What follows belongs to an exercise in optimizing a design on an open flow for small area, a short achievable clock period and few clock cycles; a production flow would make more cautious choices. Function was checked by simulation only, so behaviour that the tests miss may differ from the original.

Setup of old:
==> flow/design.v (excerpt) <==
module Muliti_cycle_Cpu(
    input         clk,
    input         reset,
    input         MIO_ready,
    output        mem_w,
    output [31:0] Addr_out,
    output [31:0] data_out,
    input  [31:0] data_in
);
    reg [31:2] pc;           
    reg [31:2] addr;         
    reg        rst_q;        
    reg        d_valid;
    reg [31:0] ir;           
    reg [3:0]  rs_hi, rt_hi;     
    reg [7:0]  rs_lo, rt_lo;     
    reg        d_pred;       
    reg        e_valid;
    reg [31:0] e_a, e_b, e_x;    
    reg [4:0]  e_rd;
    reg        e_la, e_lb, e_lx;      
    reg        e_we, e_lw, e_sw, e_beq, e_bne, e_pred;
    reg        e_add, e_sub, e_and, e_or, e_xor, e_nor, e_slt, e_srl;
    reg [31:0] res;          
    reg [31:0] dout;         
    reg [4:0]  w_rd;
    reg        w_we, w_lw, w_sw;
    reg        w_mem;        
    assign Addr_out = {addr, 2'b00};
    assign data_out = dout;
    assign mem_w    = w_sw;
    wire stall = w_mem;                  
    wire ready = MIO_ready;
    wire [5:0] op = ir[31:26];
    wire [5:0] fn = ir[5:0];
    wire [4:0] rs = ir[25:21];
    wire [4:0] rt = ir[20:16];
    wire [4:0] rd = ir[15:11];
    wire is_r    = (op == 6'b000000);
    wire is_jr   = is_r & ~fn[5] & fn[3];
    wire is_srl  = is_r & ~fn[5] & ~fn[3];
    wire is_rslt = is_r & fn[5] & fn[3];
    wire is_rlog = is_r & fn[5] & ~fn[3] & fn[2];
    wire is_rar  = is_r & fn[5] & ~fn[3] & ~fn[2];
    wire is_jal  = (op[5:1] == 5'b00001) & op[0];    
    wire is_br   = (op[5:1] == 5'b00010);
    wire is_imm  = ~op[5] & op[3];       
    wire is_lui  = is_imm & (op[2:0] == 3'b111);
    wire is_ilog = is_imm & op[2] & ~is_lui;
    wire is_mem  = op[5];
    wire is_lw   = is_mem & ~op[3];
    wire is_sw   = is_mem & op[3];
    wire [4:0] dst = is_r ? rd : is_jal ? 5'd31 : rt;
    wire writes = (is_r & ~is_jr) | is_imm | is_lw | is_jal;
    wire d_we = writes & (dst != 5'd0);
    wire a_reg = ~is_jal & ~is_lui & (rs != 5'd0);      
    wire b_reg = (is_r | is_br) & (rt != 5'd0);         
    wire x_reg = is_sw & (rt != 5'd0);                  
    wire [1:0] lsel = is_r ? fn[1:0] : op[1:0];
    wire [31:0] rf_a, rf_b;
    wire [31:0] alu_out;
    wire fwdE_a = e_valid & e_we & (e_rd == rs);
    wire fwdE_b = e_valid & e_we & (e_rd == rt);
  ...
Settings: LEC_CHECK=0, CAP_MARGIN=30, CORE_MARGIN=2, CORE_UTILIZATION=55, SLEW_MARGIN=30; clock period 12.0 ns.
standard.sh (not shown) runs the stock make flow with config.mk's settings and CLKGATE_MAP_FILE= SYNTH_SCRIPT=/design/flow/synth_recipe.tcl, a recipe that flattens the netlist after the stock synthesis.
==> flow/flow/run.sh <==
#!/bin/bash
# Layout with the standard flow (standard.sh), changing only how it is made:
# timing repair aims for 8.5 ns of setup slack (the SDC and clock period are
# unchanged), the clock tree uses larger sink clusters without dummy loads, and
# the port buffers are buf_2 cells.
set -uo pipefail
CTS="-sink_clustering_enable -repair_clock_nets -dont_use_dummy_load -sink_clustering_size 24 -sink_clustering_max_diameter 80"
bash standard.sh SETUP_SLACK_MARGIN=8.5 "CTS_ARGS=$CTS" "BUFFER_PORTS_ARGS=-buffer_cell sky130_fd_sc_hd__buf_2" finish > standard_make.log 2>&1
exit $?
Testbench counts of old, summed over its fixed seeds: cycles 96,068.
Modified inputs, new compared to old
-- flow/flow/run.sh --
<<< old, line 3
# timing repair aims for 8.5 ns of setup slack (the SDC and clock period are
>>> new, line 3
# timing repair aims for 8 ns of setup slack (the SDC and clock period are
<<< old, line 8
bash standard.sh SETUP_SLACK_MARGIN=8.5 "CTS_ARGS=$CTS" "BUFFER_PORTS_ARGS=-buffer_cell sky130_fd_sc_hd__buf_2" finish > standard_make.log 2>&1
>>> new, line 8
bash standard.sh SETUP_SLACK_MARGIN=8 "CTS_ARGS=$CTS" "BUFFER_PORTS_ARGS=-buffer_cell sky130_fd_sc_hd__buf_2" finish > standard_make.log 2>&1
[summary]
new vs old, source of the critical timing path: e_a[18]$_DFFE_PP_ vs e_a[24]$_DFFE_PP_. Compared with old, final weighted congestion in routability-driven placement in new decreased by a few percent. Slowest cell on the critical path = sky130_fd_sc_hd__ha_1: new; slowest cell on the critical path = sky130_fd_sc_hd__or3_4: old. new vs. old: worst slack at placement lower, minimum clock period after layout rose by 21 ps, total number of vias fell by about 2.2%. Of old and new, the lower instance count on the critical path belongs to old. In the tables for old and new, final cell count without fillers reads higher with old.

-- separate check: timing with driven ports --
In the flow no input, the clock included, has a driving cell. The finished layouts below were timed again as built, in two steps. Step 1, drivers: a clkbuf_16 drives clk and a buf_2 each remaining input, both assumed. Step 2 adds t to the input delays and takes it off the output delays; t is the mean of the earliest and latest rising clock arrival at the registers after step 1. Input paths then give back, and output paths get back, about the clock's delay inside the block. a / b / c = ideal / step 1 / step 2; a / b = the first two.
run | t, ns | setup WS [ns] | worst hold slack (ns) | worst setup path at the end | worst slew at a driven data input, ns
old | 0.772 | 7.602 / 7.597 / 6.825 | 0.546 / 0.546 / 0.546 | input to register | 0.44
new | 0.783 | 7.581 / 7.581 / 7.085 | 0.535 / 0.535 / 0.535 | input to register | 0.23
After both steps setup and hold are still met in every run listed. For old, which loses most, drivers alone change the setup slack by -0.005 ns; drivers and shift together by -0.777 ns.
